Background: an optimization exercise with open tools, aiming at small area. Do not read the settings as production practice. The RTL was checked by simulation tests, not by an equivalence proof against the original design.

==> run F <==
// mult_mem_top
module mult_mem_top (
    input  logic        clk,
    input  logic        rst,
    input  logic        EN_mult,
    input  logic        EN_blockRead,
    input  logic [15:0] mult_input0,
    input  logic [15:0] mult_input1,
    output logic        RDY_mult,
    output logic        VALID_memVal,
    output logic [31:0] memVal_data
);
==> module mult_mem_top, before the edit <==
module mult_mem_top (
    input  logic        clk,
    input  logic        rst,
    input  logic        EN_mult,
    input  logic        EN_blockRead,
    input  logic [15:0] mult_input0,
    input  logic [15:0] mult_input1,
    output logic        RDY_mult,
    output logic        VALID_memVal,
    output logic [31:0] memVal_data
);
    localparam logic [1:0] S_IDLE = 2'd0, S_CAP = 2'd1, S_FULL = 2'd2, S_READ = 2'd3;
    logic [1:0]  st;
    logic [6:0]  cnt;      
    logic [2:0]  rot;      
    logic [2:0]  tsel;     
    logic [63:0][31:0] m;  
    logic [23:0] lo;
    logic [15:0] a0;
    logic [31:0] prod;
    logic        conv;
    mul_lo u_lo (.a(mult_input0), .b(mult_input1[7:0]), .l(lo));
    mul_hi u_hi (.a(a0), .b(m[0][31:24]), .l(m[0][23:0]), .p(prod));
    logic idle, start, push, chain;
    assign idle  = rst || (st == S_IDLE);
    assign start = idle && EN_mult;
    assign push  = !idle && (st == S_CAP) && !cnt[6];
    assign chain = push || ((st == S_READ) && (cnt != 7'd0) && (rot == 3'd0));
    always_ff @(posedge clk) begin
        if (idle) begin
            RDY_mult     <= 1'b1;
            VALID_memVal <= 1'b0;
            cnt          <= 7'd0;
            st           <= EN_mult ? S_CAP : S_IDLE;
        end else begin
            case (st)
                S_CAP: begin
                    cnt <= cnt + 7'd1;
                    if (cnt == 7'd71) RDY_mult <= 1'b0;
                    if (cnt == 7'd73) st <= S_FULL;
                end
                S_FULL: begin
                    cnt <= 7'd0;
                    if (EN_blockRead) begin
                        st   <= S_READ;
                        tsel <= rot + 3'd1;
                    end
                end
                default: begin  
                    VALID_memVal <= 1'b1;
                    cnt <= cnt + 7'd1;
                    if (cnt == 7'd63) begin
                        RDY_mult <= 1'b1;
                        st       <= S_IDLE;
                    end
                end
            endcase
        end
    end
    always_ff @(posedge clk) begin
        if (start)      rot <= 3'd0;
        else if (!chain) rot <= rot + 3'd1;
    end
    always_ff @(posedge clk) begin
        a0   <= mult_input0;
        conv <= push;
        for (int g = 0; g < 8; g++) begin
            for (int j = (g == 0) ? 2 : 1; j < 8; j++)
                m[8*g+j] <= m[8*g+j-1];
        end
        m[0] <= push ? {mult_input1[15:8], lo} : m[7];
        m[1] <= conv ? prod : m[0];
        for (int g = 1; g < 8; g++)
            m[8*g] <= chain ? m[8*g-1] : m[8*g+7];
    end
    assign memVal_data = m[{3'd7, tsel}];
endmodule
Settings: LEC_CHECK=0, CAP_MARGIN=20, CORE_MARGIN=2, CORE_UTILIZATION=40, SLEW_MARGIN=20; clock period 4.5 ns.
run.sh (not shown) runs the stock make flow with config.mk's settings and CLKGATE_MAP_FILE= SYNTH_SCRIPT=/design/flow/synth_recipe.tcl, a recipe that flattens the netlist after the stock synthesis.
==> inputs of run E, as changes to run F <==
--- a/flow/design.v
+++ b/flow/design.v
@@ -801,14 +801,15 @@
     logic [1:0]  st;
     logic [6:0]  cnt;      
     logic [2:0]  rot;      
-    logic [2:0]  tsel;     
+    logic [7:0]  tsel;     
     logic [63:0][31:0] m;  
     logic [23:0] lo;
     logic [15:0] a0;
     logic [31:0] prod;
     logic        conv;
     mul_lo u_lo (.a(mult_input0), .b(mult_input1[7:0]), .l(lo));
-    mul_hi u_hi (.a(a0), .b(m[0][31:24]), .l(m[0][23:0]), .p(prod));
+    logic [7:4]  b0;       
+    mul_hi u_hi (.a(a0), .b({b0[7:4], m[0][27:24]}), .l(m[0][23:0]), .p(prod));
     logic idle, start, push, chain;
     assign idle  = rst || (st == S_IDLE);
     assign start = idle && EN_mult;
@@ -831,7 +832,7 @@
                     cnt <= 7'd0;
                     if (EN_blockRead) begin
                         st   <= S_READ;
-                        tsel <= rot + 3'd1;
+                        tsel <= 8'd1 << (rot + 3'd1);
                     end
                 end
                 default: begin  
@@ -851,6 +852,7 @@
     end
     always_ff @(posedge clk) begin
         a0   <= mult_input0;
+        b0   <= mult_input1[15:12];
         conv <= push;
         for (int g = 0; g < 8; g++) begin
             for (int j = (g == 0) ? 2 : 1; j < 8; j++)
@@ -861,5 +863,9 @@
         for (int g = 1; g < 8; g++)
             m[8*g] <= chain ? m[8*g-1] : m[8*g+7];
     end
-    assign memVal_data = m[{3'd7, tsel}];
+    always_comb begin
+        memVal_data = '0;
+        for (int i = 0; i < 8; i++)
+            memVal_data = memVal_data | (m[56+i] & {32{tsel[i]}});
+    end
 endmodule
==> results.txt <==
                                                                                    run E                     run F
Result of the run                                                finished with violations  finished with violations
Layout check failures                                                        setup timing              setup timing
Vertical die dimension                                                             375 um                    377 um
Source of the worst register-to-register timing path                        b0[5]$_DFF_P_             m[24]$_DFF_P_
Final RePlAce weighted congestion                                                   0.814                     0.810
Clock tree skew after final layout                                                39.0 ps                   54.5 ps
Share of the synthesized area in compound gates (AO/OA/AOI/OAI)                    0.0381                    0.0214
Count of cell types in the netlist                                                     67                        78
Number of buffers added by the clock tree synthesis step                              178                       177
Quantity of gates resized following cts                                                70                        83
Bufs and invs on worst path                                                             4                         7
Total vias in the final route                                                       25774                     25334
Worst Tran Pin Value                                                              1000 ps                    706 ps
Count of cells along the worst register-to-register path                               17                        19
Horizontal die dimension                                                           375 um                    377 um
Reg2reg end                                                                 m[60]$_DFF_P_             m[59]$_DFF_P_
Sequential cell area share                                                          0.633                     0.622
CP Max Fanout                                                                           7                         4
Endpoint of the worst setup timing path                                     m[60]$_DFF_P_             m[59]$_DFF_P_
Clock Network Area Fraction                                                        0.0930                    0.0894
CP peak stage delay                                                                530 ps                    540 ps
Per-cell routed wire length                                                       14.4 um                   14.4 um
Share of post-route cells with drive strength above 1                               0.207                     0.237
Final Util                                                                          0.484                     0.488
# clk buffers                                                                         259                       260

==> 01-07: inputs <==
mult_mem_top, a different RTL version from the one above (not shown whole).
==> module mult_mem_top, before the edit <==
module mult_mem_top (
    input  logic        clk,
    input  logic        rst,
    input  logic        EN_mult,
    input  logic        EN_blockRead,
    input  logic [15:0] mult_input0,
    input  logic [15:0] mult_input1,
    output logic        RDY_mult,
    output logic        VALID_memVal,
    output logic [31:0] memVal_data
);
    localparam logic [1:0] S_IDLE = 2'd0, S_CAP = 2'd1, S_FULL = 2'd2, S_READ = 2'd3;
    logic [1:0]  st;
    logic [6:0]  cnt;      
    logic [2:0]  rot;      
    logic [7:0]  tsel;     
    logic [63:0][31:0] m;  
    logic [23:0] lo;
    logic [15:0] a0;
    logic [7:4]  b0;       
    logic [31:0] prod;
    logic        conv;
    mul_s0 u_lo (.a(mult_input0), .b(mult_input1[7:0]), .p(lo));
    mul_s1 u_hi (.a(a0), .b({b0[7:4], m[0][27:24]}),
                 .l({m[0][31:24] & {8{!conv}}, m[0][23:0]}), .p(prod));
    logic idle, start, push, chain;
    assign idle  = rst || (st == S_IDLE);
    assign start = idle && EN_mult;
    assign push  = !idle && (st == S_CAP) && !cnt[6];
    assign chain = push || ((st == S_READ) && (cnt != 7'd0) && (rot == 3'd0));
    always_ff @(posedge clk) begin
        if (idle) begin
            RDY_mult     <= 1'b1;
            VALID_memVal <= 1'b0;
            cnt          <= 7'd0;
            st           <= EN_mult ? S_CAP : S_IDLE;
        end else begin
            case (st)
                S_CAP: begin
                    cnt <= cnt + 7'd1;
                    if (cnt == 7'd71) RDY_mult <= 1'b0;
                    if (cnt == 7'd73) st <= S_FULL;
                end
                S_FULL: begin
                    cnt <= 7'd0;
                    if (EN_blockRead) begin
                        st   <= S_READ;
                        tsel <= 8'd1 << (rot + 3'd1);
                    end
                end
                default: begin  
                    VALID_memVal <= 1'b1;
                    cnt <= cnt + 7'd1;
                    if (cnt == 7'd63) begin
                        RDY_mult <= 1'b1;
                        st       <= S_IDLE;
                    end
                end
            endcase
        end
    end
    always_ff @(posedge clk) begin
        if (start)      rot <= 3'd0;
        else if (!chain) rot <= rot + 3'd1;
    end
    logic [63:0][31:0] d;   
    logic [7:0][31:0]  dj;    
    logic [7:0]        sj;    
    logic [7:0][31:0]  aj;    
    logic [7:0][31:0]  bj;
    assign sj[0] = push;
    assign aj[0] = {mult_input1[15:8], lo};
    assign bj[0] = m[7];
    for (genvar g = 1; g < 8; g++) begin : grp
        assign sj[g] = chain;
        assign aj[g] = m[8*g-1];
        assign bj[g] = m[8*g+7];
    end
    for (genvar g = 0; g < 8; g++) begin : gw
        for (genvar k = 0; k < 32; k++) begin : gb
            mux2 u_j (.s(sj[g]), .sn(!sj[g]), .a(aj[g][k]), .b(bj[g][k]), .y(dj[g][k]));
        end
    end
    for (genvar w = 0; w < 64; w++) begin : wd
        if (w == 1)
            assign d[w] = prod;
        else if (w % 8 == 0)
            assign d[w] = dj[w/8];
        else
            assign d[w] = m[w-1];
    end
    always_ff @(posedge clk) begin
        a0   <= push ? mult_input0 : 16'd0;
        b0   <= mult_input1[15:12];
        conv <= push;
        m    <= d;
    end
    always_comb begin
        memVal_data = '0;
        for (int i = 0; i < 8; i++)
            memVal_data = memVal_data | (m[56+i] & {32{tsel[i]}});
    end
endmodule
==> module mux2, before the edit <==
module mux2 (
    input  logic s,
    input  logic sn,
    input  logic a,
    input  logic b,
    output logic y
);
    assign y = (s & a) | (sn & b);
endmodule
export LEC_CHECK = 0
export CAP_MARGIN = 0
export CORE_MARGIN = 2
export CORE_UTILIZATION = 65
export CTS_CLUSTER_DIAMETER = 100
export CTS_CLUSTER_SIZE = 30
export SLEW_MARGIN = 0
export SYNTH_HIERARCHICAL = 1
export SYNTH_MINIMUM_KEEP_SIZE = 0
create_clock -name core_clock -period 4.5 [get_ports {clk}]
==> inputs of 05-08, as changes to 01-07 <==
--- a/flow/design.v
+++ b/flow/design.v
@@ -1203,28 +1203,2 @@
     end
-    logic [63:0][31:0] d;   
-    logic [7:0][31:0]  dj;    
-    logic [7:0]        sj;    
-    logic [7:0][31:0]  aj;    
-    logic [7:0][31:0]  bj;
-    assign sj[0] = push;
-    assign aj[0] = {mult_input1[15:8], lo};
-    assign bj[0] = m[7];
-    for (genvar g = 1; g < 8; g++) begin : grp
-        assign sj[g] = chain;
-        assign aj[g] = m[8*g-1];
-        assign bj[g] = m[8*g+7];
-    end
-    for (genvar g = 0; g < 8; g++) begin : gw
-        for (genvar k = 0; k < 32; k++) begin : gb
-            mux2 u_j (.s(sj[g]), .sn(!sj[g]), .a(aj[g][k]), .b(bj[g][k]), .y(dj[g][k]));
-        end
-    end
-    for (genvar w = 0; w < 64; w++) begin : wd
-        if (w == 1)
-            assign d[w] = prod;
-        else if (w % 8 == 0)
-            assign d[w] = dj[w/8];
-        else
-            assign d[w] = m[w-1];
-    end
     always_ff @(posedge clk) begin
@@ -1233,3 +1207,10 @@
         conv <= push;
-        m    <= d;
+        for (int g = 0; g < 8; g++) begin
+            for (int j = (g == 0) ? 2 : 1; j < 8; j++)
+                m[8*g+j] <= m[8*g+j-1];
+        end
+        m[0] <= push ? {mult_input1[15:8], lo} : m[7];
+        m[1] <= prod;
+        for (int g = 1; g < 8; g++)
+            m[8*g] <= chain ? m[8*g-1] : m[8*g+7];
     end
@@ -1241,10 +1222 @@
 endmodule
-module mux2 (
-    input  logic s,
-    input  logic sn,
-    input  logic a,
-    input  logic b,
-    output logic y
-);
-    assign y = (s & a) | (sn & b);
-endmodule
==> impl_metrics.csv <==
group,metric,value,unit
run_status,outcome,"timing/DRC/antenna clean",
clock_tree,clk_transition_reported_paths,0.11,ns
finish,mostFrequentLayoutCells,"2077 x dfxtp_1, 275 x and2_1, 188 x fa_1",
timing,skew,0.0373,ns
synthesis,synthXorXnorAreaFrac,0.00724,
# the run above: 05-08

==> impl_metrics.csv <==
group,metric,value,unit
clock_tree,clk_transition_reported_paths,0.10,ns
floorplanning,die-height,293,um
synthesis,synthXorXnorAreaFrac,0.00727,
timing,skew,0.0433,ns
finish,seq_area_frac,0.699,
finish,mostFrequentLayoutCells,"2077 x dfxtp_1, 268 x and2_1, 256 x a22o_1",
run_status,outcome,"timing/DRC/antenna clean",
# the run above: 01-07

static timing again, ports no longer ideal:
Ports are ideal in the flow. The routed layouts listed here were re-timed in OpenROAD.
Step 1, drivers: a clkbuf_16 drives clk and a buf_2 each remaining input, both assumed.
Step 2 also shifts input and output timing later by t, the mid clock arrival at the registers, as if the neighbouring blocks saw the same clock.
Three values: ideal, step 1, step 2; two values: the first two.
run	t, ns	slack for setup (ns)	worst setup path after step 2	cell pins on the clock port's net
run F	0.817	-0.096 / -0.096 / -0.521	input to register	1
run E	0.807	-0.020 / -0.020 / -0.645	input to register	1
01-07	0.712	0.095 / 0.108 / -0.581	input to register	1
05-08	0.711	0.087 / 0.087 / -0.526	input to register	1
With both steps, setup timing fails in 01-07 and 05-08, where it was met with ideal ports. The setup slack of 01-07, which loses most, moves by +0.013 ns with the drivers and by -0.676 ns with both steps.
